This is an optimization exercise on Yosys and OpenROAD, whose aim is small area, a short achievable clock period and few clock cycles per item, not a production implementation.
The RTL was checked by simulation tests, not by an equivalence proof against the original design.

Design neuro, start of the top module:
module neuro (input clk, input rst, input load, input [24:0] din, input start,
              output [24:0] state, output ready);
Size in the first run: about 1,300 cells after synthesis, roughly 25 flip-flops, about 55 I/O pins.
export LEC_CHECK = 0
export ABC_AREA = 1
export CAP_MARGIN = 20
export CORE_MARGIN = 2
export CORE_UTILIZATION = 40
export PLACE_DENSITY = 0.6
export SLEW_MARGIN = 20
create_clock -name core_clock -period 90.0 [get_ports {clk}]
standard.sh (not shown) runs the stock make flow with config.mk's settings and CLKGATE_MAP_FILE= SYNTH_SCRIPT=/design/flow/synth_recipe.tcl, a recipe that flattens the netlist after the stock synthesis.
==> flow/flow/run.sh <==
#!/bin/bash
# Own flow: the standard ORFS layout, with one change in synthesis: ABC maps the logic
# with an area-oriented script (flow/abc_my.script) and Yosys's full/half-adder extraction is
# skipped. Registers, flattening and renaming are exactly as in synth_recipe.tcl.
set -euo pipefail
W=$(pwd)
{
  echo 'proc abc {args} {'
  echo '  set i [lsearch -exact $args -script]'
  echo "  if { \$i >= 0 } { set args [lreplace \$args \$i [expr {\$i+1}] -script $W/flow/abc_my.script] }"
  echo '  yosys abc {*}$args'
  echo '}'
  echo 'proc extract_fa {args} {}'
  cat "$W/synth_recipe.tcl"
} > "$W/my_synth.tcl"
sed "s#SYNTH_SCRIPT=[^ ]*#SYNTH_SCRIPT=$W/my_synth.tcl#" "$W/standard.sh" > "$W/my_standard.sh"
grep -q "SYNTH_SCRIPT=$W/my_synth.tcl" "$W/my_standard.sh"
bash "$W/my_standard.sh" finish > "$W/flow_make.log" 2>&1
==> flow/flow/abc_my.script <==
strash
&get -n
&deepsyn -T 20
&put
dch -f
map -a
topo
stime -c
The first run completed without violations.
Testbench counts at the start, summed over its fixed seeds: cycles 3,649, sweeps 2,449.
Next try:
==> flow/flow/abc_my.script (replaced) <==
strash
&get -n
&deepsyn -T 20
&put
dch -f
map -a
buffer -p
upsize -D 18000
dnsize -D 18000
topo
stime -c
--- a/flow/config.mk
+++ b/flow/config.mk
@@ -9,5 +9,5 @@
 export CAP_MARGIN = 20
 export CORE_MARGIN = 2
-export CORE_UTILIZATION = 40
-export PLACE_DENSITY = 0.6
+export CORE_UTILIZATION = 65
+export PLACE_DENSITY = 0.75
 export SLEW_MARGIN = 20
What happened: Via count rose by a few percent. Worst setup slack gains 4500 ps. Clock-buffer cell count rises by 1. Hold slack gains 52 ps. Register-to-register slack improves by 4500 ps. Design area came out higher slightly. Cell count goes down by a few percent. Synthesized area went up by a few percent. Global-route usage is higher by 10 points.
Next try:
--- a/flow/flow/run.sh
+++ b/flow/flow/run.sh
@@ -2,5 +2,5 @@
 # Own flow: the standard ORFS layout, with one change in synthesis: ABC maps the logic
 # with an area-oriented script (flow/abc_my.script) and Yosys's full/half-adder extraction is
-# skipped. Registers, flattening and renaming are exactly as in synth_recipe.tcl.
+# skipped. The resizer aims for setup slack of 70 ns (a path of 90-70 ns). Registers, flattening and renaming are exactly as in synth_recipe.tcl.
 set -euo pipefail
 W=$(pwd)
@@ -16,3 +16,3 @@
 sed "s#SYNTH_SCRIPT=[^ ]*#SYNTH_SCRIPT=$W/my_synth.tcl#" "$W/standard.sh" > "$W/my_standard.sh"
 grep -q "SYNTH_SCRIPT=$W/my_synth.tcl" "$W/my_standard.sh"
-bash "$W/my_standard.sh" finish > "$W/flow_make.log" 2>&1
+bash "$W/my_standard.sh" finish SETUP_SLACK_MARGIN=70 > "$W/flow_make.log" 2>&1
--- a/flow/config.mk
+++ b/flow/config.mk
@@ -9,5 +9,5 @@
 export CAP_MARGIN = 20
 export CORE_MARGIN = 2
-export CORE_UTILIZATION = 65
-export PLACE_DENSITY = 0.75
+export CORE_UTILIZATION = 40
+export PLACE_DENSITY = 0.6
 export SLEW_MARGIN = 20
After rerunning: Cell area goes up by 39%; final cell count grows by 19%; die area rises by 60%; synthesized area does not change; critical path depth came out higher by 6; global-route usage goes down by 8.4 points.
Next try:
--- a/flow/flow/run.sh
+++ b/flow/flow/run.sh
@@ -2,5 +2,5 @@
 # Own flow: the standard ORFS layout, with one change in synthesis: ABC maps the logic
 # with an area-oriented script (flow/abc_my.script) and Yosys's full/half-adder extraction is
-# skipped. The resizer aims for setup slack of 70 ns (a path of 90-70 ns). Registers, flattening and renaming are exactly as in synth_recipe.tcl.
+# skipped, and the port buffers are buf_1 cells. Registers, flattening and renaming are exactly as in synth_recipe.tcl.
 set -euo pipefail
 W=$(pwd)
@@ -16,3 +16,3 @@
 sed "s#SYNTH_SCRIPT=[^ ]*#SYNTH_SCRIPT=$W/my_synth.tcl#" "$W/standard.sh" > "$W/my_standard.sh"
 grep -q "SYNTH_SCRIPT=$W/my_synth.tcl" "$W/my_standard.sh"
-bash "$W/my_standard.sh" finish SETUP_SLACK_MARGIN=70 > "$W/flow_make.log" 2>&1
+bash "$W/my_standard.sh" finish "BUFFER_PORTS_ARGS=-buffer_cell sky130_fd_sc_hd__buf_1" > "$W/flow_make.log" 2>&1
Effect: Hold slack gets better by 54 ps. Global-route usage shrinks by 3.0 points. Critical path depth shrinks by 3. Cell count shrinks by roughly a tenth. Maximum frequency shrinks by a little under a tenth. Worst setup slack gets worse by 2000 ps. Wire length shrinks by about a fifth. Synthesized area is unchanged. Via count shrinks by roughly a tenth. Die area stays the same.

---

neuro again, from the RTL that the note above started with.
==> flow/config.mk <==
export PLATFORM = sky130hd
export DESIGN_NAME = neuro
export DESIGN_NICKNAME = neuro
export VERILOG_FILES = /design/flow/design.v
export SDC_FILE = /design/flow/constraint.sdc
export NUM_CORES = 4
export LEC_CHECK = 0
export ABC_AREA = 1
export CAP_MARGIN = 20
export CORE_MARGIN = 2
export CORE_UTILIZATION = 40
export PLACE_DENSITY = 0.6
export SLEW_MARGIN = 20
==> flow/constraint.sdc <==
create_clock -name core_clock -period 90.0 [get_ports {clk}]
set_input_delay 18.0000 -clock core_clock [delete_from_list [all_inputs] [get_ports {clk}]]
set_output_delay 18.0000 -clock core_clock [all_outputs]
set_load 0.01 [all_outputs]
==> flow/flow/run.sh <==
#!/bin/bash
# Own flow: the standard ORFS layout, with one change in synthesis: ABC maps the logic
# with an area-oriented script (flow/abc_my.script) and Yosys's full/half-adder extraction is
# skipped. The resizer aims for setup slack of 64 ns (a path of 90-64 ns). Registers, flattening and renaming are exactly as in synth_recipe.tcl.
set -euo pipefail
W=$(pwd)
{
  echo 'proc abc {args} {'
  echo '  set i [lsearch -exact $args -script]'
  echo "  if { \$i >= 0 } { set args [lreplace \$args \$i [expr {\$i+1}] -script $W/flow/abc_my.script] }"
  echo '  yosys abc {*}$args'
  echo '}'
  echo 'proc extract_fa {args} {}'
  cat "$W/synth_recipe.tcl"
} > "$W/my_synth.tcl"
sed "s#SYNTH_SCRIPT=[^ ]*#SYNTH_SCRIPT=$W/my_synth.tcl#" "$W/standard.sh" > "$W/my_standard.sh"
grep -q "SYNTH_SCRIPT=$W/my_synth.tcl" "$W/my_standard.sh"
bash "$W/my_standard.sh" finish SETUP_SLACK_MARGIN=64 > "$W/flow_make.log" 2>&1
==> flow/flow/abc_my.script <==
strash
&get -n
&deepsyn -T 20
&put
dch -f
map -a
buffer -p
upsize -D 18000
dnsize -D 18000
topo
stime -c
The first run completed with no timing, DRC or antenna violations.
Testbench counts at the start, summed over its fixed seeds: cycles 3,649, sweeps 2,449.
Rerun with:
--- a/flow/flow/run.sh
+++ b/flow/flow/run.sh
@@ -2,5 +2,5 @@
 # Own flow: the standard ORFS layout, with one change in synthesis: ABC maps the logic
 # with an area-oriented script (flow/abc_my.script) and Yosys's full/half-adder extraction is
-# skipped. The resizer aims for setup slack of 64 ns (a path of 90-64 ns). Registers, flattening and renaming are exactly as in synth_recipe.tcl.
+# skipped. Registers, flattening and renaming are exactly as in synth_recipe.tcl.
 set -euo pipefail
 W=$(pwd)
@@ -16,3 +16,3 @@
 sed "s#SYNTH_SCRIPT=[^ ]*#SYNTH_SCRIPT=$W/my_synth.tcl#" "$W/standard.sh" > "$W/my_standard.sh"
 grep -q "SYNTH_SCRIPT=$W/my_synth.tcl" "$W/my_standard.sh"
-bash "$W/my_standard.sh" finish SETUP_SLACK_MARGIN=64 > "$W/flow_make.log" 2>&1
+bash "$W/my_standard.sh" finish > "$W/flow_make.log" 2>&1
After rerunning: The new run finished with timing, DRC and antenna clean; routed wire length shrinks by a little under a tenth; critical path depth stays the same; setup slack is worse by 1.1 ns; core utilization decreases by 10 points.

---

Another version of the RTL of neuro (not shown whole).
For scale: roughly 1200 cells after synthesis, ~25 flip-flops, roughly 55 I/O pins, ~0.0067 sq mm of cells after synthesis.
==> flow/config.mk <==
export PLATFORM = sky130hd
export DESIGN_NAME = neuro
export DESIGN_NICKNAME = neuro
export VERILOG_FILES = /design/flow/design.v
export SDC_FILE = /design/flow/constraint.sdc
export NUM_CORES = 4
export LEC_CHECK = 0
export ABC_AREA = 1
export CAP_MARGIN = 20
export CORE_MARGIN = 2
export CORE_UTILIZATION = 40
export PLACE_DENSITY = 0.6
export SLEW_MARGIN = 20
==> flow/constraint.sdc <==
create_clock -name core_clock -period 90.0 [get_ports {clk}]
set_input_delay 18.0000 -clock core_clock [delete_from_list [all_inputs] [get_ports {clk}]]
set_output_delay 18.0000 -clock core_clock [all_outputs]
set_load 0.01 [all_outputs]
==> flow/flow/run.sh <==
#!/bin/bash
set -euo pipefail
W=$(pwd)
{
  echo 'proc abc {args} {'
  echo '  set i [lsearch -exact $args -script]'
  echo "  if { \$i >= 0 } { set args [lreplace \$args \$i [expr {\$i+1}] -script $W/flow/abc_my.script] }"
  echo '  yosys abc {*}$args'
  echo '}'
  echo 'proc extract_fa {args} {}'
  cat "$W/synth_recipe.tcl"
} > "$W/my_synth.tcl"
sed "s#SYNTH_SCRIPT=[^ ]*#SYNTH_SCRIPT=$W/my_synth.tcl#" "$W/standard.sh" > "$W/my_standard.sh"
grep -q "SYNTH_SCRIPT=$W/my_synth.tcl" "$W/my_standard.sh"
bash "$W/my_standard.sh" finish "BUFFER_PORTS_ARGS=-buffer_cell sky130_fd_sc_hd__buf_1" > "$W/flow_make.log" 2>&1
==> flow/flow/abc_my.script <==
strash
&get -n
&deepsyn -T 20
&put
dch -f
amap
buffer -p
upsize -D 18000
dnsize -D 18000
topo
stime -c
Testbench counts at the start, summed over its fixed seeds: cycles 3,649, sweeps 2,449.
Edit:
- CORE_UTILIZATION: 40 -> 60
- GPL_TIMING_DRIVEN: default -> 1
- PLACE_DENSITY: 0.6 -> 0.8
What happened:
- The new run completed without violations
- die area is lower by 32%
- fmax is lower by 1.6%
- core utilization is higher by 21 points
- via count is higher by 2.3%
Edit:
--- a/flow/flow/run.sh
+++ b/flow/flow/run.sh
@@ -1,3 +1,6 @@
 #!/bin/bash
+# Own flow: the standard ORFS layout, with one change in synthesis: ABC maps the logic
+# with an area-oriented script (flow/abc_my.script) and Yosys's full/half-adder extraction is
+# skipped, and the port buffers are buf_1 cells. Registers, flattening and renaming are exactly as in synth_recipe.tcl.
 set -euo pipefail
 W=$(pwd)
==> flow/flow/abc_my.script (replaced) <==
strash
&get -n
&deepsyn -T 20
&put
dch -f
map -a
buffer -p
upsize -D 18000
dnsize -D 18000
topo
stime -c
- CORE_UTILIZATION: 60 -> 40
- GPL_TIMING_DRIVEN: 1 -> default
- PLACE_DENSITY: 0.8 -> 0.6
Effect: Worst hold slack is better by 0.030 ns. Worst setup slack improved by 0.62 ns. Die area climbs by 59%. Fmax came out higher by 2.9%. Routed wire length came out higher by 12%. Critical path depth climbs by 3.
Edit:
--- a/flow/flow/run.sh
+++ b/flow/flow/run.sh
@@ -1,6 +1,3 @@
 #!/bin/bash
-# Own flow: the standard ORFS layout, with one change in synthesis: ABC maps the logic
-# with an area-oriented script (flow/abc_my.script) and Yosys's full/half-adder extraction is
-# skipped, and the port buffers are buf_1 cells. Registers, flattening and renaming are exactly as in synth_recipe.tcl.
 set -euo pipefail
 W=$(pwd)
==> flow/flow/abc_my.script (replaced) <==
strash
&get -n
&deepsyn -T 20
&put
dch -f
amap
buffer -p
upsize -W 5 -R 30 -D 14000
dnsize -D 14000
topo
stime -c
The changed run finished with timing, DRC and antenna clean.
Critical path depth went down by 1.
Routed wire length came out lower by a few percent.
Sequential share of layout area climbs by 0.70 points.
Final cell count went down by roughly a tenth.
Register-to-register slack got worse by 0.93 ns.
Core utilization grows by 0.61 points.
Setup slack got worse by 0.93 ns.
Worst hold slack is worse by 0.039 ns.
Cell area came out lower by roughly a tenth.
Area after synthesis goes down by roughly a tenth.

---

v1:
Starting RTL as in the previous note.
// neuro
module neuro (input clk, input rst, input load, input [24:0] din, input start,
              output [24:0] state, output ready);
clock: 90.0 ns
lec_check: 0
abc_area: 1
cap_margin: 20
core_margin: 2
core_utilization: 40
place_density: 0.6
slew_margin: 20
==> flow/flow/run.sh <==
#!/bin/bash
set -euo pipefail
W=$(pwd)
{
  echo 'proc abc {args} {'
  echo '  set i [lsearch -exact $args -script]'
  echo "  if { \$i >= 0 } { set args [lreplace \$args \$i [expr {\$i+1}] -script $W/flow/abc_my.script] }"
  echo '  yosys abc {*}$args'
  echo '}'
  echo 'proc extract_fa {args} {}'
  cat "$W/synth_recipe.tcl"
} > "$W/my_synth.tcl"
sed "s#SYNTH_SCRIPT=[^ ]*#SYNTH_SCRIPT=$W/my_synth.tcl#" "$W/standard.sh" > "$W/my_standard.sh"
grep -q "SYNTH_SCRIPT=$W/my_synth.tcl" "$W/my_standard.sh"
bash "$W/my_standard.sh" cts "BUFFER_PORTS_ARGS=-buffer_cell sky130_fd_sc_hd__buf_1" > "$W/flow_make_cts.log" 2>&1
# after global routing, the resizer aims for 68.5 ns of setup slack (paths of at most 21.5 ns)
bash "$W/my_standard.sh" finish "BUFFER_PORTS_ARGS=-buffer_cell sky130_fd_sc_hd__buf_1" SETUP_SLACK_MARGIN=68.5 > "$W/flow_make.log" 2>&1
==> flow/flow/abc_my.script <==
strash
&get -n
&deepsyn -T 20
&put
dch -f
amap
buffer -p
upsize -D 18000
dnsize -D 18000
topo
stime -c
Testbench counts of v1, summed over its fixed seeds: cycles 3,649, sweeps 2,449.
[inputs] v42 vs v1
Settings: putting GPL_TIMING_DRIVEN at 1 where nothing was set.
==> flow/flow/run.sh <==
#!/bin/bash
set -euo pipefail
W=$(pwd)
{
  echo 'proc abc {args} {'
  echo '  set i [lsearch -exact $args -script]'
  echo "  if { \$i >= 0 } { set args [lreplace \$args \$i [expr {\$i+1}] -script $W/flow/abc_my.script] }"
  echo '  yosys abc {*}$args'
  echo '}'
  echo 'proc extract_fa {args} {}'
  cat "$W/synth_recipe.tcl"
} > "$W/my_synth.tcl"
sed "s#SYNTH_SCRIPT=[^ ]*#SYNTH_SCRIPT=$W/my_synth.tcl#" "$W/standard.sh" > "$W/my_standard.sh"
grep -q "SYNTH_SCRIPT=$W/my_synth.tcl" "$W/my_standard.sh"
bash "$W/my_standard.sh" finish "BUFFER_PORTS_ARGS=-buffer_cell sky130_fd_sc_hd__buf_1" > "$W/flow_make.log" 2>&1
### Flow results
The run with more routed wire is v1, not v42.
Via count for v42: about 6% down relative to v1
In v42 the total met2 wirelength after detailed routing turned out about 13% lower than in v1.
Delta (v42 minus v1): pre-CTS setup slack barely changed; TritonCTS sink count level; share of the cycle needed by the critical path after routing grew by 1.4 points; finished layout cell area fell by 15%.
Worst hold-check slack ended up 0.0076 ns higher on v42 than on v1.
Per the comparison of v42 with v1, post-route clock skew saw little to no change; non-clock buffer count saw a decrease.
Edits applied to the flow inputs when going from v42 to v8:
Settings: clearing GPL_TIMING_DRIVEN, which used to be 1.
diff --git a/flow/flow/run.sh b/flow/flow/run.sh
--- a/flow/flow/run.sh
+++ b/flow/flow/run.sh
@@ -13,3 +13,5 @@
 sed "s#SYNTH_SCRIPT=[^ ]*#SYNTH_SCRIPT=$W/my_synth.tcl#" "$W/standard.sh" > "$W/my_standard.sh"
 grep -q "SYNTH_SCRIPT=$W/my_synth.tcl" "$W/my_standard.sh"
-bash "$W/my_standard.sh" finish "BUFFER_PORTS_ARGS=-buffer_cell sky130_fd_sc_hd__buf_1" > "$W/flow_make.log" 2>&1
+bash "$W/my_standard.sh" cts "BUFFER_PORTS_ARGS=-buffer_cell sky130_fd_sc_hd__buf_1" > "$W/flow_make_cts.log" 2>&1
+# after global routing, the resizer aims for 69.5 ns of setup slack (paths of at most 20.5 ns)
+bash "$W/my_standard.sh" finish "BUFFER_PORTS_ARGS=-buffer_cell sky130_fd_sc_hd__buf_1" SETUP_SLACK_MARGIN=69.5 > "$W/flow_make.log" 2>&1
Results
- v42 -> v8: instance count on the critical path increased by a few percent
- The higher share of final layout cell area taken by non-clock buffers of v42 and v8 is in v8.
- In the final reports, the cell area of v8 is larger than that of v42.
- Route | v8 vs v42 | wire longer in v8
- Worst hold-check slack deteriorates in v8 relative to v42.
- The higher area taken by multi-input logic gates of v42 and v8 is in v8.
- v8 ended with more via count than v42.

## static timing again, ports no longer ideal
Ports are ideal in the flow. The routed layouts listed here were re-timed in OpenROAD.
Step 1 assumes that a clkbuf_16 drives the clock port and a buf_2 every other input.
Step 2, shift: input delay + t, output delay - t, t = (earliest + latest rising clock arrival at the registers) / 2. This alone moves slack from input paths to output paths.
Slacks: no drivers / after step 1 / after step 2; pairs: no drivers / after step 1.
run	shift t [ns]	slack for setup (ns)	latest minus earliest clock arrival (ns)	worst data-port slew with drivers (ns)	pins driven straight from the clock port
the first run of note 1	0.330	59.379 / 59.379 / 59.379	0.007 / 0.006	0.05	1
the second run of note 1	0.316	63.896 / 63.896 / 63.896	0.012 / 0.012	0.04	1
the third run of note 1	0.327	65.597 / 65.597 / 65.597	0.004 / 0.003	0.05	1
the fourth run of note 1	0.326	63.638 / 63.638 / 63.638	0.006 / 0.006	0.04	1
the first run of note 2	0.330	65.084 / 65.084 / 65.084	0.007 / 0.007	0.04	1
the second run of note 2	0.328	63.974 / 63.974 / 63.974	0.005 / 0.005	0.04	1
the first run of note 3	0.298	68.167 / 68.167 / 68.167	0.005 / 0.005	0.04	1
the second run of note 3	0.302	67.810 / 67.810 / 67.810	0.007 / 0.007	0.04	1
the third run of note 3	0.304	68.426 / 68.426 / 68.426	0.006 / 0.006	0.05	1
the fourth run of note 3	0.302	67.496 / 67.496 / 67.496	0.006 / 0.006	0.04	1
v1	0.300	69.383 / 69.383 / 69.383	0.005 / 0.006	0.04	1
v42	0.298	68.167 / 68.167 / 68.167	0.005 / 0.005	0.04	1
v8	0.299	69.469 / 69.469 / 69.389	0.005 / 0.005	0.04	1
After both steps every run listed still meets setup and hold. The setup slack of v8, which loses most, moves by 0.000 ns with the drivers and by -0.080 ns with both steps.
